From an optimization exercise on the open Yosys and OpenROAD flow, aimed at small area and a short achievable clock period; shortcuts taken in it are not production practice.
Function was not checked in any run shown here: the RTL went through the layout flow alone.

==> flow/design.v, too long to show whole: its modules and the start of the top module <==
// module CTE: 976 lines
// module CTE_fa: 5 lines
// module CTE_ha: 5 lines
module CTE ( clk, reset, op_mode, in_en, yuv_in, rgb_in, busy, out_valid, rgb_out, yuv_out);
  // ...
==> flow/flow/run.sh <==
#!/bin/bash
# Standard layout (the standard.sh: standard synthesis and ORFS flow), with the
# port buffers made from buf_1 instead of the default delay buffer.
set -euo pipefail
bash standard.sh "BUFFER_PORTS_ARGS=-buffer_cell sky130_fd_sc_hd__buf_1" finish > standard_flow.log 2>&1
==> flow/standard.sh <==
#!/bin/bash
# synth_recipe.tcl (not shown) runs the flow's synth.tcl, then flattens the netlist and writes it again
# the make line also repeats each setting of config.mk as NAME=value (left out here)
make -C /OpenROAD-flow-scripts/flow DESIGN_CONFIG=/design/flow/config.mk WORK_HOME=/design/flow/orfs CLKGATE_MAP_FILE= SYNTH_SCRIPT=/design/flow/synth_recipe.tcl "${@:-finish}"
==> flow/config.mk <==
export PLATFORM = sky130hd
export DESIGN_NAME = CTE
export DESIGN_NICKNAME = CTE
export VERILOG_FILES = /design/flow/design.v
export SDC_FILE = /design/flow/constraint.sdc
export NUM_CORES = 4
export LEC_CHECK = 0
export CAP_MARGIN = 20
export CORE_MARGIN = 2
export CORE_UTILIZATION = 40
export SLEW_MARGIN = 20
export SYNTH_HIERARCHICAL = 1
==> flow/constraint.sdc <==
create_clock -name core_clock -period 25.0 [get_ports {clk}]
set_input_delay 5.0000 -clock core_clock [delete_from_list [all_inputs] [get_ports {clk}]]
set_output_delay 5.0000 -clock core_clock [all_outputs]
set_load 0.01 [all_outputs]
==> impl_metrics.csv, run 1 <==
group,metric,value,unit
layout,top_register,"d",
logic_synthesis,synthXorXnorAreaFrac,0.0387,
layout,stdcell_count,1069,
logic_synthesis,synth_top_family_by_area,"adder cells",
placement,pre_cts_ws,15.59,ns
global_route,use_met2,0.334,
route,vias,5889,
logic_synthesis,syn_nets,1037,
global_route,grtUsageMet1,0.279,
placement,io_buffers,69,
cts,clock_sinks,46,
layout,multi_input_area_share,0.708,
global_route,antenna_found_initial,0,
sta,slew_headroom,0.383,
sta,min_period,9.11,ns
layout,seq_cells,46,
logic_synthesis,synth_area_leaders,"fa_1 (28%), edfxtp_1 (16%), ha_1 (14%), nand2_1 (4.7%), a21oi_1 (4.2%)",
logic_synthesis,yosys.area.top_type_share,0.279,
layout,buffers,74,
logic_synthesis,synth.largest_area_cell,"fa_1",
sta,whs,0.622,ns
placement,placed_cells,1061,
logic_synthesis,synth_ff_type,"edfxtp_1",
placement,post-dp-hpwl,16300,um
layout,nClkBuffers,6,
cts,post_cts_resized,0,
sta,drv_slew,0,
layout,regArea,0.00136,sq mm
job,drv_cap,0,
outcome,status,"finished clean",
setup_path,timing.rr.start,"cnt[0]$_DFFE_PP0P_",
global_route,busiest_layer,"met2",
layout,dominant_cells,"multi-input combinational cells",
setup_path,path_class,"input pin to flop",
layout,inverters,66,
cts,cts_tree,"built",
==> inputs of run 2 (changes only) <==
--- a/flow/config.mk
+++ b/flow/config.mk
@@ -10,2 +10,3 @@
 export CORE_UTILIZATION = 40
+export CTS_BUF_LIST = sky130_fd_sc_hd__clkbuf_8
 export SLEW_MARGIN = 20
==> impl_metrics.csv, run 2 <==
group,metric,value,unit
outcome,status,"finished clean",
setup_path,r2r_cells,19,
setup_path,cp.required,25.08,ns
sta,rsz0062_at_grt,"false",
route,vias,5880,
setup_path,endpoint,"np[17]$_DFFE_PP_",
setup_path,critPathLaunch,"rgb_in[22]",
cts,cts_root_buf,"clkbuf_8",
sta,setup_violations,0,
route,viasPerCell,5.50,
setup_path,path_class,"input pin to flop",
setup_path,cp_max_fo,8,
setup_path,crit_chain,"buf_1, nand2_1, o21ai_0, fa_1, fa_1, fa_1, fa_1, fa_1, ha_1, a21oi_1, o21ai_0, or4_1, and4_1",
sta,min_period_over_period,0.363,
layout,layout_common_cells,"fa_1 (107), nand2_1 (96), ha_1 (84)",
layout,area_delta_synth_final,4.66,%
logic_synthesis,synth.largest_area_cell,"fa_1",
setup_path,worst-path-buf-inv,1,
logic_synthesis,synthCells,810,
global_route,grt_pass1_vias,6014,
floorplanning,io_pins,70,
sta,max_freq,110,MHz
cts,numCtsBuffers,5,
layout,fin_nets,1061,
logic_synthesis,yosysWarnings,7,
placement,pre_cts_ws,15.59,ns
layout,layout-drive-gt1-share,0.0311,
setup_path,crit_path_frequent_cell,"fa_1",
logic_synthesis,synthTopCellsByCount,"fa_1 (107), nand2_1 (96), ha_1 (84), a21oi_1 (64), nor2_1 (64)",
floorplanning,core-area,0.0188,sq mm
cts,ctsHoldBuffers,0,
route,wl,19500,um
sta,hold_violations,0,
setup_path,slowest_stage,"fa_1",
global_route,grt_use_total,0.204,
logic_synthesis,ys_seq_area_frac,0.177,
sta,drv_slew,0,
global_route,antenna_found_initial,0,
global_route,grt_pass1_wl,31700,um
route,detail-route-antenna-nets,0,
placement,placed_cells,1061,
sta,tns,0,ns
route,avgRoutedWirePerCell,18.2,um
floorplanning,die_w,143,um
logic_synthesis,synth_area,0.00769,sq mm
sta,tightest_slew,0.919,ns
route,drc_errors,0,
sta,worst_slack,15.92,ns
cts,clock_path_buffers,2,
setup_path,r2r_slack,18.06,ns
layout,largestRegisters,"d: 24 flops, np: 18 flops, cnt: 2 flops",
placement,placed_area,0.00793,sq mm
setup_path,critPathArrivalTime,9.16,ns
job,drv_cap,0,
logic_synthesis,synth_edf_count,42,
setup_path,start_kind,"input pin",
logic_synthesis,ys_ff_latch,46,
global_route,grt_max_degree,41,
setup_path,cp-end-kind,"flop",
logic_synthesis,synth_ff_type,"edfxtp_1",
logic_synthesis,ys_async_sr_fraction,0.0870,
cts,post_cts_resized,0,
layout,stdcell_count,1069,
sta,slew_headroom,0.388,
sta,clock-skew-final,0.0166,ns
logic_synthesis,synth_area_leaders,"fa_1 (28%), edfxtp_1 (16%), ha_1 (14%), nand2_1 (4.7%), a21oi_1 (4.2%)",
hold_path,min_path_type,"flop to flop",
setup_path,path_depth,13,
cts,post_cts_buffers,0,
cts,cts_tree,"built",
logic_synthesis,yosysMostFrequentCell,"fa_1",
logic_synthesis,yosysUniqueCellTypes,57,
cts,htree_levels,2,
floorplanning,die-area,0.0203,sq mm
logic_synthesis,postSynthAreaPerCell,9.49,sq um
layout,diodes,0,
setup_path,worst_path_dominant_cell_family,"adder cells",
floorplanning,die_h,143,um
layout,largest_register_ffs,24,
layout,multi_input_area,0.00574,sq mm
cts,clock_sinks,46,
setup_path,timing.rr.start,"cnt[0]$_DFFE_PP0P_",
route,dr.pass1.iters,5,
setup_path,regToRegEndpoint,"np[17]$_DFFE_PP_",
floorplanning,rows,50,
cts,clkLatencyLatePin,0.33,ns
placement,post-dp-hpwl,16300,um
layout,fillers,1860,
global_route,overflow,0,
layout,mostFrequentLayoutCell,"fa_1",
layout,top_register,"d",
setup_path,slowest_delay,0.51,ns
layout,final_area,0.00804,sq mm
placement,io_buffers,69,
logic_synthesis,yosys.area.top_type_share,0.279,
placement,gp_congestion,0.935,
floorplanning,start_util,0.410,
cts,path_clk_slew,0.09,ns
layout,postLayoutCoreUtil,0.429,
route,first_iter_violations,503,
sta,min_period,9.08,ns
logic_synthesis,syn_nets,1037,
layout,regArea,0.00136,sq mm
[run 2: cell counts after synthesis]
Identical to the previous run, type by type.
[run 2: cells by family after synthesis]
kind of cell,synth area share
XOR/XNOR,0.0387
AND/OR/NAND/NOR,0.128
flip-flops,0.177
adder cells (fa/ha/maj),0.418
buffers and inverters,0.0767
AO/OA/AOI/OAI,0.160
multiplexers,0.00146
[run 2: layout make-up]
| class | instances | area share |
|---|---|---|
| Multi-Input combinational cell | 641 | 0.713 |
| Inverter | 66 | 0.0308 |
| Sequential cell | 46 | 0.169 |
| Timing Repair Buffer | 74 | 0.0369 |
| Tap cell | 234 | 0.0364 |
| Clock inverter | 3 | 0.00513 |
| Clock buffer | 5 | 0.00855 |
[run 2: per-layer routing]
layer,track usage,part of all wire,vias up
li1,-,-,2791
met4,0.0651,0.026,0
met1,0.277,0.44,2830
met5,0,0,-
met2,0.335,0.46,233
met3,0.0315,0.071,26
[run 2: worst min-delay path by stage]
stage                               to  slack (ns)  cells after the start          startpoint
floorplan           cnt[1]$_DFFE_PP0P_        0.55                      1  cnt[1]$_DFFE_PP0P_
global route        cnt[1]$_DFFE_PP0P_        0.67                      1  cnt[1]$_DFFE_PP0P_
global placement    cnt[1]$_DFFE_PP0P_        0.60                      1  cnt[1]$_DFFE_PP0P_
detailed placement  cnt[1]$_DFFE_PP0P_        0.61                      1  cnt[1]$_DFFE_PP0P_
CTS                 cnt[1]$_DFFE_PP0P_        0.63                      1  cnt[1]$_DFFE_PP0P_
finish              cnt[1]$_DFFE_PP0P_        0.63                      1  cnt[1]$_DFFE_PP0P_
[run 2: per-module statistics from Yosys, one instance, submodules excluded]
module  flip-flops and latches  times used  cells inside  cell area [sq um]
CTE_fa                       0         102             1               20.0
CTE_ha                       0          27             1               12.5
CTE                         46           1           681               5310
[run 2: per-stage QoR]
step	hold slack, ns
global route	0.667
global placement	0.603
finish	0.630
floorplan	0.555
CTS	0.632
detailed placement	0.612

-- afterwards: timing with drivers on the ports --
The results above use ideal ports. As a check the final layouts listed here were re-extracted and re-timed, cells and wires unchanged. Step 1 (the two cells are an assumption about what drives the block):
set clk [get_ports {clk}]
set_driving_cell -lib_cell sky130_fd_sc_hd__clkbuf_16 $clk
set_driving_cell -lib_cell sky130_fd_sc_hd__buf_2 [delete_from_list [all_inputs] $clk]
Step 2, shift: input delay + t, output delay - t, t = (earliest + latest rising clock arrival at the registers) / 2. This alone moves slack from input paths to output paths. Slacks: no drivers / after step 1 / after step 2; pairs: no drivers / after step 1.
| run | t, ns | setup slack, ns | hold WS [ns] | latest minus earliest clock arrival (ns) | worst register clock-pin slew, ns |
|---|---|---|---|---|---|
| run 1 | 0.348 | 15.886 / 15.910 / 15.562 | 0.622 / 0.622 / 0.622 | 0.014 / 0.014 | 0.08 / 0.08 |
| run 2 | 0.367 | 15.921 / 15.927 / 15.573 | 0.630 / 0.630 / 0.630 | 0.016 / 0.017 | 0.11 / 0.11 |
After both steps setup and hold are still met in every run listed. For run 2, which loses most, drivers alone change the setup slack by +0.006 ns; drivers and shift together by -0.348 ns.
